This is an optimization exercise on Yosys and OpenROAD, whose aim is small area, a short achievable clock period and few clock cycles per item, not a production implementation.
RTL that was checked went through simulation tests only; none was proved equivalent to the original.

// Milestone1_convert
module Milestone1_convert (
	input  logic          Clock,
	input  logic          Resetn,
	input  logic          Enable,
	input  logic   [15:0] SRAM_read_data,
	input  logic          redo,
	output logic          SRAM_we_n,
	output logic   [17:0] SRAM_address,
	output logic   [15:0] SRAM_write_data,
	output logic          Finish
);
Size: roughly 2500 cells after synthesis, roughly 440 flip-flops, roughly 56 I/O pins, roughly 27000 um^2 of cells after synthesis.
==> flow/config.mk <==
export PLATFORM = sky130hd
export DESIGN_NAME = Milestone1_convert
export DESIGN_NICKNAME = Milestone1_convert
export VERILOG_FILES = /design/flow/design.v
export SDC_FILE = /design/flow/constraint.sdc
export NUM_CORES = 4
export LEC_CHECK = 0
export CAP_MARGIN = 20
export CORE_MARGIN = 2
export CORE_UTILIZATION = 40
export SLEW_MARGIN = 20
==> flow/constraint.sdc <==
create_clock -name core_clock -period 14.0 [get_ports {Clock}]
set_input_delay 2.8000 -clock core_clock [delete_from_list [all_inputs] [get_ports {Clock}]]
set_output_delay 2.8000 -clock core_clock [all_outputs]
set_load 0.01 [all_outputs]
run.sh (not shown) runs the stock make flow with config.mk's settings and CLKGATE_MAP_FILE= SYNTH_SCRIPT=/design/flow/synth_recipe.tcl, a recipe that flattens the netlist after the stock synthesis.
Rerun with:
==> flow/flow/run.sh (new file) <==
#!/bin/bash
# Standard ORFS layout (standard.sh), with timing repair aimed at a setup
# margin below the design's clock period.  The SDC and clock are unchanged.
set -euo pipefail
bash standard.sh SETUP_SLACK_MARGIN=9.5 finish > orfs_make.log 2>&1
==> flow/standard.sh (new file) <==
#!/bin/bash
# synth_recipe.tcl (not shown) runs the flow's synth.tcl, then flattens the netlist and writes it again
# the make line also repeats each setting of config.mk as NAME=value (left out here)
make -C /OpenROAD-flow-scripts/flow DESIGN_CONFIG=/design/flow/config.mk WORK_HOME=/design/flow/orfs CLKGATE_MAP_FILE= SYNTH_SCRIPT=/design/flow/synth_recipe.tcl "${@:-finish}"
removed: flow/run.sh
=>
- The new run finished clean
- maximum frequency grows by 34%
- wire length increases by 2.8%
- cell count rises by 1.7%
No run of this note included a check of the RTL's function; only the layout flow was run.

========
Setup of run 1:
Milestone1_convert, a different RTL version from the one above (not shown whole).
Size: roughly 2100 cells after synthesis, about 450 flip-flops, about 24000 sq um of cells after synthesis.
clock: 14.0 ns
lec_check: 0
cap_margin: 20
core_margin: 2
core_utilization: 40
place_density: 0.75
slew_margin: 20
synth_hierarchical: 1
standard.sh (not shown) runs the stock make flow with config.mk's settings and CLKGATE_MAP_FILE= SYNTH_SCRIPT=/design/flow/synth_recipe.tcl, a recipe that flattens the netlist after the stock synthesis.
==> flow/flow/run.sh <==
#!/bin/bash
# Standard ORFS layout (standard.sh) with these changes in how it is made:
#  - the port buffers are buf_2 cells instead of the buffer ORFS picks
#  - clock tree: clkbuf_16 root, clkbuf_8 leaf buffers over small sink
#    clusters, no dummy loads
#  - timing repair aims at a setup margin below the design's clock period
# The SDC, clock period and I/O constraints are the standard flow's, unchanged.  ORFS
# writes each step's log under orfs/logs; make's own output goes to
# orfs_make.log here.
set -euo pipefail
bash standard.sh SETUP_SLACK_MARGIN=10.0 \
  "BUFFER_PORTS_ARGS=-buffer_cell sky130_fd_sc_hd__buf_2" \
  "CTS_ARGS=-sink_clustering_enable -repair_clock_nets -root_buf sky130_fd_sc_hd__clkbuf_16 -buf_list sky130_fd_sc_hd__clkbuf_8 -sink_clustering_size 18 -sink_clustering_max_diameter 50 -dont_use_dummy_load" \
  finish > orfs_make.log 2>&1
Run 1 completed; timing, DRC and antenna clean
Testbench counts of run 1, summed over its fixed seeds: cycles 1,547,720, frames 8.
What run 2 does differently from run 1 at the input level:
- swapping 40 for 55 in CORE_UTILIZATION
- clearing PLACE_DENSITY, which used to be 0.75
==> comparison <==
- Comparing run 1 against run 2, there is no change at all in final hold violation count.
- Taking run 1 as the reference, in run 2 first-pass GRT wire length ~0 delta; number of clock-tree buffers in the layout -6.7%; vias per cell +about 5.6%.
- Run 2 vs. run 1: layout buffering overhead excluding clock cells has remained practically unchanged; multi-input gate share of the layout cell area has increased.
- Global-route usage in run 2 is 6.9 points higher than in run 1
Changes in run 3 relative to run 2:
- a change of CORE_UTILIZATION from 55 to 40
--- a/flow/flow/run.sh
+++ b/flow/flow/run.sh
@@ -3 +3 @@
-#  - the port buffers are buf_2 cells instead of the buffer ORFS picks
+#  - the port buffers are buf_4 cells instead of the buffer ORFS picks
@@ -12 +12 @@
-  "BUFFER_PORTS_ARGS=-buffer_cell sky130_fd_sc_hd__buf_2" \
+  "BUFFER_PORTS_ARGS=-buffer_cell sky130_fd_sc_hd__buf_4" \
--- outcome ---
- Run 3 | status: complete | timing, DRC, antenna: pass
- [compare] base=run 2 new=run 3: relative max-transition margin shows an increase of 2.9 points, count of final max-slew check failures shows no meaningful change, met1 usage shows a reduction of 11 points.
- Run 3 vs run 2 — met3 routed wirelength dropped by more than a quarter
- In run 3, the shortest period the worst path allows came out 0.026 ns below the value in run 2.
- Global-route wire length before repair delta (run 3 -> run 2): insignificant
- Run 2 -> run 3: number of multi-input combinational cells in the layout flat
Relative to run 3, the following input files were edited for run 4:
--- a/flow/flow/run.sh
+++ b/flow/flow/run.sh
@@ -3 +3 @@
-#  - the port buffers are buf_4 cells instead of the buffer ORFS picks
+#  - the port buffers are buf_2 cells instead of the buffer ORFS picks
@@ -12 +12 @@
-  "BUFFER_PORTS_ARGS=-buffer_cell sky130_fd_sc_hd__buf_4" \
+  "BUFFER_PORTS_ARGS=-buffer_cell sky130_fd_sc_hd__buf_2" \
## What came out
Looking at the reports, run 4 completed the entire flow and the layout it produced met the timing, design-rule and antenna checks.
Changes observed in run 4 relative to run 3: share of synthesized registers carrying an async set or reset held; fraction of final layout cells sized beyond drive strength 1 went down 0.32 points; summed area of non-filler cells in the final layout went down 210 sq um.
--- input diff run 4..run 5 ---
==> flow/flow/run.sh <==
#!/bin/bash
# Standard ORFS layout (standard.sh) with these changes in how it is made:
#  - the port buffers are buf_4 cells instead of the buffer ORFS picks
#  - clock tree: clkbuf_16 root, clkbuf_4 and clkbuf_8 buffers over small sink
#    clusters, no dummy loads
#  - timing repair aims at a setup margin below the design's clock period
# The SDC, clock period and I/O constraints are the standard flow's, unchanged.  ORFS
# writes each step's log under orfs/logs; make's own output goes to
# orfs_make.log here.
set -euo pipefail
bash standard.sh SETUP_SLACK_MARGIN=10.0 \
  "BUFFER_PORTS_ARGS=-buffer_cell sky130_fd_sc_hd__buf_4" \
  "CTS_ARGS=-sink_clustering_enable -repair_clock_nets -root_buf sky130_fd_sc_hd__clkbuf_16 -buf_list {sky130_fd_sc_hd__clkbuf_4 sky130_fd_sc_hd__clkbuf_8} -sink_clustering_size 12 -sink_clustering_max_diameter 40 -dont_use_dummy_load" \
  finish > orfs_make.log 2>&1
--- outcome ---
Antenna diode instance count, run 4 and run 5: larger value in run 4
Run 5: slew at the pin closest to its max-slew limit is 0.0062 ns higher than what run 4 reported.
Run 5 vs run 4 — worst-case reg-to-reg path depth dropped 2.

========
Milestone1_convert, a different RTL version from the one above (not shown whole).
Size: ~2200 cells after synthesis, ~470 flip-flops, about 56 I/O pins, about 0.026 mm² of cells after synthesis.
export LEC_CHECK = 0
export CAP_MARGIN = 20
export CORE_MARGIN = 2
export CORE_UTILIZATION = 40
export CTS_BUF_LIST = sky130_fd_sc_hd__clkbuf_8
export SLEW_MARGIN = 20
export SYNTH_HIERARCHICAL = 1
create_clock -name core_clock -period 14.0 [get_ports {Clock}]
==> flow/flow/run.sh <==
#!/bin/bash
# Standard ORFS layout (standard.sh) with two changes in how it is made:
#  - the port buffers are buf_4 cells instead of the buffer ORFS picks
#  - timing repair aims at a setup margin below the design's clock period
# The SDC, clock period and I/O constraints are the standard flow's, unchanged.
set -euo pipefail
bash standard.sh SETUP_SLACK_MARGIN=10.0 "BUFFER_PORTS_ARGS=-buffer_cell sky130_fd_sc_hd__buf_4" finish > orfs_make.log 2>&1
Testbench counts at the start, summed over its fixed seeds: cycles 1,545,808, frames 8.
Then changed:
- CORE_UTILIZATION: 40 -> 60
- CTS_BUF_LIST: sky130_fd_sc_hd__clkbuf_8 -> not set
After rerunning: The new run produced a clean layout. Fmax climbs by 0.78%. Register-to-register slack gains 0.03 ns. Cell area fell by 1.5%.
Then changed:
- CORE_UTILIZATION: 60 -> 40
- CTS_CLUSTER_DIAMETER: not set -> 70
- CTS_CLUSTER_SIZE: not set -> 36
Effect: The changed run completed without violations. Global-route usage drops by 8.2 points. Design area stays flat. Clock skew grows by 0.013 ns. First-iteration DRC count falls by about 26%. Cell count rises by 8.6%. Hold slack stays flat. Flip-flop and latch count does not change. Setup slack is better by 0.027 ns. Wire length increases by about 1.4%.
Then changed:
- CTS_BUF_LIST: not set -> sky130_fd_sc_hd__clkbuf_4 sky130_fd_sc_hd__clkbuf_8
- CTS_CLUSTER_DIAMETER: 70 -> not set
- CTS_CLUSTER_SIZE: 36 -> not set
Outcome:
- non-clock buffer count went up by 2
- routed wire length went up by 1.7%
- flip-flop and latch count is unchanged
- via count went up by 1.8%
- design area went up by 2.0%
- utilization went up by 0.88 points
- hold slack loses 0.010 ns
- cell count went up by 3.0%
- count of clock-buffer cells in the layout went up by 75

========
job 101:
Another version of the RTL of Milestone1_convert (not shown whole).
Size: roughly 2200 cells after synthesis, ~460 flip-flops, roughly 0.027 mm^2 of cells after synthesis.
Settings: LEC_CHECK=0, CAP_MARGIN=20, CORE_MARGIN=2, CORE_UTILIZATION=40, SLEW_MARGIN=20, SYNTH_HIERARCHICAL=1; clock period 14.0 ns.
run.sh (not shown) runs the stock make flow with config.mk's settings and CLKGATE_MAP_FILE= SYNTH_SCRIPT=/design/flow/synth_recipe.tcl, a recipe that flattens the netlist after the stock synthesis.
Stock flow here: none of the scripts above is used.
Testbench counts of job 101, summed over its fixed seeds: cycles 1,545,808, frames 8.
> inputs changed (job 101 -> job 102)
==> flow/flow/run.sh (new file) <==
#!/bin/bash
# Standard ORFS layout (standard.sh) with two changes in how it is made:
#  - the port buffers are buf_4 cells instead of the buffer ORFS picks
#  - timing repair aims at a setup margin below the design's clock period
# The SDC, clock period and I/O constraints are the standard flow's, unchanged.
set -euo pipefail
bash standard.sh SETUP_SLACK_MARGIN=10.0 "BUFFER_PORTS_ARGS=-buffer_cell sky130_fd_sc_hd__buf_4" finish > orfs_make.log 2>&1
==> flow/standard.sh (new file) <==
#!/bin/bash
# synth_recipe.tcl (not shown) runs the flow's synth.tcl, then flattens the netlist and writes it again
# the make line also repeats each setting of config.mk as NAME=value (left out here)
make -C /OpenROAD-flow-scripts/flow DESIGN_CONFIG=/design/flow/config.mk WORK_HOME=/design/flow/orfs CLKGATE_MAP_FILE= SYNTH_SCRIPT=/design/flow/synth_recipe.tcl "${@:-finish}"
removed: flow/run.sh
Findings:
All of job 101 and job 102 finish clean. Per the comparison of job 102 with job 101, cell area fell 0.33%; register area about even; share of final layout cell area taken by non-clock buffers fell 0.45 points; number of sequential cells in the layout about even; wire length on met3 rose about 1.3%. | first-pass GRT wire length | lower: job 102 |. Compared with job 101, in job 102 final wirelength moved down; global placement routability congestion fell by about 3.8%.

========
Milestone1_convert, a different RTL version from the one above (not shown whole).
For scale: about 2,100 cells after synthesis, about 440 flip-flops, roughly 56 I/O pins, ~0.024 mm² of cells after synthesis.
clock: 14.0 ns
lec_check: 0
cap_margin: 20
core_margin: 2
core_utilization: 40
place_density: 0.75
slew_margin: 20
synth_hierarchical: 1
standard.sh (not shown) runs the stock make flow with config.mk's settings and CLKGATE_MAP_FILE= SYNTH_SCRIPT=/design/flow/synth_recipe.tcl, a recipe that flattens the netlist after the stock synthesis.
==> flow/flow/run.sh <==
#!/bin/bash
# Standard ORFS layout (standard.sh) with these changes in how it is made:
#  - the port buffers are buf_2 cells instead of the buffer ORFS picks
#  - clock tree: clkbuf_16 root, clkbuf_8 leaf buffers over small sink
#    clusters, no dummy loads
#  - timing repair aims at a setup margin below the design's clock period
# The SDC, clock period and I/O constraints are the standard flow's, unchanged.  ORFS
# writes each step's log under orfs/logs; make's own output goes to
# orfs_make.log here.
set -euo pipefail
bash standard.sh SETUP_SLACK_MARGIN=10.0 \
  "BUFFER_PORTS_ARGS=-buffer_cell sky130_fd_sc_hd__buf_2" \
  "CTS_ARGS=-sink_clustering_enable -repair_clock_nets -root_buf sky130_fd_sc_hd__clkbuf_16 -buf_list sky130_fd_sc_hd__clkbuf_8 -sink_clustering_size 18 -sink_clustering_max_diameter 50 -dont_use_dummy_load" \
  finish > orfs_make.log 2>&1
The baseline passed the timing, design-rule and antenna checks.
Testbench counts at the start, summed over its fixed seeds: cycles 1,547,720, frames 8.
==> next run, changes <==
==> flow/run.sh (new file) <==
#!/bin/bash
# synth_recipe.tcl (not shown) runs the flow's synth.tcl, then flattens the netlist and writes it again
# the make line also repeats each setting of config.mk as NAME=value (left out here)
make -C /OpenROAD-flow-scripts/flow DESIGN_CONFIG=/design/flow/config.mk WORK_HOME=/design/flow/orfs CLKGATE_MAP_FILE= SYNTH_SCRIPT=/design/flow/synth_recipe.tcl finish
PLACE_DENSITY = default   (was 0.75)
removed: flow/flow/run.sh
removed: flow/standard.sh
Outcome:
- The new run went through all stages and came out clean
- setup slack loses 0.55 ns
- routed wire length increases slightly
- core utilization increases by 2.0 points
- fmax decreases by roughly a tenth
- die area stays the same
- sequential cell count stays the same
- final cell count increases slightly
- design area increases by a few percent
- hold slack stays flat

========
run A:
Milestone1_convert with an RTL version that a note above also has.
Size: roughly 56 I/O pins, roughly 0.026 mm^2 of cells after synthesis.
## Milestone1_convert
module Milestone1_convert (
	input  logic          Clock,
	input  logic          Resetn,
	input  logic          Enable,
	input  logic   [15:0] SRAM_read_data,
	input  logic          redo,
	output logic          SRAM_we_n,
	output logic   [17:0] SRAM_address,
	output logic   [15:0] SRAM_write_data,
	output logic          Finish
);
==> flow/config.mk <==
export PLATFORM = sky130hd
export DESIGN_NAME = Milestone1_convert
export DESIGN_NICKNAME = Milestone1_convert
export VERILOG_FILES = /design/flow/design.v
export SDC_FILE = /design/flow/constraint.sdc
export NUM_CORES = 4
export LEC_CHECK = 0
export CAP_MARGIN = 20
export CORE_MARGIN = 2
export CORE_UTILIZATION = 40
export CTS_CLUSTER_DIAMETER = 60
export CTS_CLUSTER_SIZE = 24
export SLEW_MARGIN = 20
export SYNTH_HIERARCHICAL = 1
==> flow/constraint.sdc <==
create_clock -name core_clock -period 14.0 [get_ports {Clock}]
set_input_delay 2.8000 -clock core_clock [delete_from_list [all_inputs] [get_ports {Clock}]]
set_output_delay 2.8000 -clock core_clock [all_outputs]
set_load 0.01 [all_outputs]
==> flow/flow/run.sh <==
#!/bin/bash
# Standard ORFS layout (standard.sh) with two changes in how it is made:
#  - the port buffers are buf_4 cells instead of the buffer ORFS picks
#  - timing repair aims at a setup margin below the design's clock period
# The SDC, clock period and I/O constraints are the standard flow's, unchanged.
set -euo pipefail
bash standard.sh SETUP_SLACK_MARGIN=9.6 "BUFFER_PORTS_ARGS=-buffer_cell sky130_fd_sc_hd__buf_4" finish > orfs_make.log 2>&1
Run A finished end to end and its layout was clean on timing, DRC and antenna.
Testbench counts of run A, summed over its fixed seeds: cycles 1,545,808, frames 8.
Inputs modified between run A and run B:
# run A
export LEC_CHECK = 0
export CAP_MARGIN = 20
export CORE_MARGIN = 2
export CORE_UTILIZATION = 40
export CTS_CLUSTER_DIAMETER = 60
export CTS_CLUSTER_SIZE = 24
export SLEW_MARGIN = 20
export SYNTH_HIERARCHICAL = 1
create_clock -name core_clock -period 14.0 [get_ports {Clock}]
# run B
export LEC_CHECK = 0
export CAP_MARGIN = 20
export CORE_MARGIN = 2
export CORE_UTILIZATION = 40
export SLEW_MARGIN = 20
export SYNTH_HIERARCHICAL = 1
create_clock -name core_clock -period 14.0 [get_ports {Clock}]
==> flow/flow/run.sh <==
#!/bin/bash
# Standard ORFS layout (standard.sh) with these changes in how it is made:
#  - the port buffers are buf_4 cells instead of the buffer ORFS picks
#  - clock tree: larger sink clusters, no dummy loads
#  - timing repair aims at a setup margin below the design's clock period
# The SDC, clock period and I/O constraints are the standard flow's, unchanged.
set -euo pipefail
bash standard.sh SETUP_SLACK_MARGIN=10.0 \
  "BUFFER_PORTS_ARGS=-buffer_cell sky130_fd_sc_hd__buf_4" \
  "CTS_ARGS=-sink_clustering_enable -repair_clock_nets -sink_clustering_size 36 -sink_clustering_max_diameter 70 -dont_use_dummy_load" \
  finish > orfs_make.log 2>&1
==> comparison <==
Global-route wire length before repair: run B vs run A down 0.78%. Summary of run B over run A: share of the core filled with cells decreased 0.85 points; non-clock buffer count shows an increase of 2. Of the two values seen for start-to-end type of the worst setup path, register to output pin was produced by run B and register to register by run A. Changes observed in run B relative to run A: via count lost 1.1%, met3 capacity usage during global routing shows no meaningful change.
The inputs of run C differ from those of run B as listed below.
==> flow/flow/run.sh <==
#!/bin/bash
# Standard ORFS layout (standard.sh) with two changes in how it is made:
#  - the port buffers are buf_4 cells instead of the buffer ORFS picks
#  - timing repair aims at a setup margin below the design's clock period
# The SDC, clock period and I/O constraints are the standard flow's, unchanged.
set -euo pipefail
bash standard.sh SETUP_SLACK_MARGIN=10.0 "BUFFER_PORTS_ARGS=-buffer_cell sky130_fd_sc_hd__buf_4" finish > orfs_make.log 2>&1
On synthesized area, run B and run C are basically level.
[inputs] run D vs run C
# run C
export LEC_CHECK = 0
export CAP_MARGIN = 20
export CORE_MARGIN = 2
export CORE_UTILIZATION = 40
export SLEW_MARGIN = 20
export SYNTH_HIERARCHICAL = 1
create_clock -name core_clock -period 14.0 [get_ports {Clock}]
# run D
export LEC_CHECK = 0
export CAP_MARGIN = 20
export CORE_MARGIN = 2
export CORE_UTILIZATION = 40
export CTS_CLUSTER_DIAMETER = 60
export CTS_CLUSTER_SIZE = 24
export SLEW_MARGIN = 20
export SYNTH_HIERARCHICAL = 1
create_clock -name core_clock -period 14.0 [get_ports {Clock}]
Results
Against run C, run D comes in 1 lower on non-clock buffer count. The final layouts of run C and run D pass the timing, design-rule and antenna checks. Run D vs. run C: clock transition at the registers of the reported paths moved up, final area went down about 1.1%, number of synthesized register bits stayed essentially flat.

-- static timing again, ports no longer ideal --
In the flow no input, the clock included, has a driving cell. The finished layouts below were timed again as built, in two steps. Step 1: set_driving_cell puts a clkbuf_16 on Clock and a buf_2 on each other input, an assumption about the parent block. Step 2, shift: input delay + t, output delay - t, t = (earliest + latest rising clock arrival at the registers) / 2. This alone moves slack from input paths to output paths. a / b / c = ideal / step 1 / step 2; a / b = the first two.
run	shift t [ns]	setup slack, ns	slew at the worst register clock pin (ns)
the first run of note 1	0.629	6.120 / 6.120 / 6.120	0.07 / 0.07
the second run of note 1	0.637	8.130 / 8.130 / 8.130	0.07 / 0.07
run 1	0.584	10.152 / 10.091 / 10.290	0.10 / 0.10
run 2	0.580	10.175 / 10.118 / 10.247	0.10 / 0.10
run 3	0.585	10.201 / 10.139 / 10.249	0.10 / 0.10
run 4	0.576	10.185 / 10.126 / 10.213	0.10 / 0.10
run 5	0.599	10.184 / 10.122 / 10.273	0.08 / 0.08
the first run of note 3	0.707	10.027 / 9.974 / 10.103	0.07 / 0.07
the second run of note 3	0.655	10.057 / 9.995 / 10.132	0.06 / 0.06
the third run of note 3	0.613	10.084 / 10.026 / 10.168	0.11 / 0.11
the fourth run of note 3	0.710	10.026 / 9.972 / 10.103	0.07 / 0.07
job 101	0.643	9.577 / 9.516 / 9.820	0.06 / 0.06
job 102	0.641	10.007 / 9.948 / 10.090	0.07 / 0.07
the first run of note 5	0.584	10.196 / 10.142 / 10.267	0.11 / 0.11
the second run of note 5	0.627	9.651 / 9.651 / 9.651	0.06 / 0.06
run A	0.629	9.835 / 9.835 / 9.835	0.09 / 0.09
run B	0.593	10.080 / 10.021 / 10.123	0.11 / 0.11
run C	0.651	10.066 / 10.010 / 10.171	0.06 / 0.06
run D	0.629	10.090 / 10.031 / 10.159	0.09 / 0.09
After both steps every run listed still meets setup and hold.
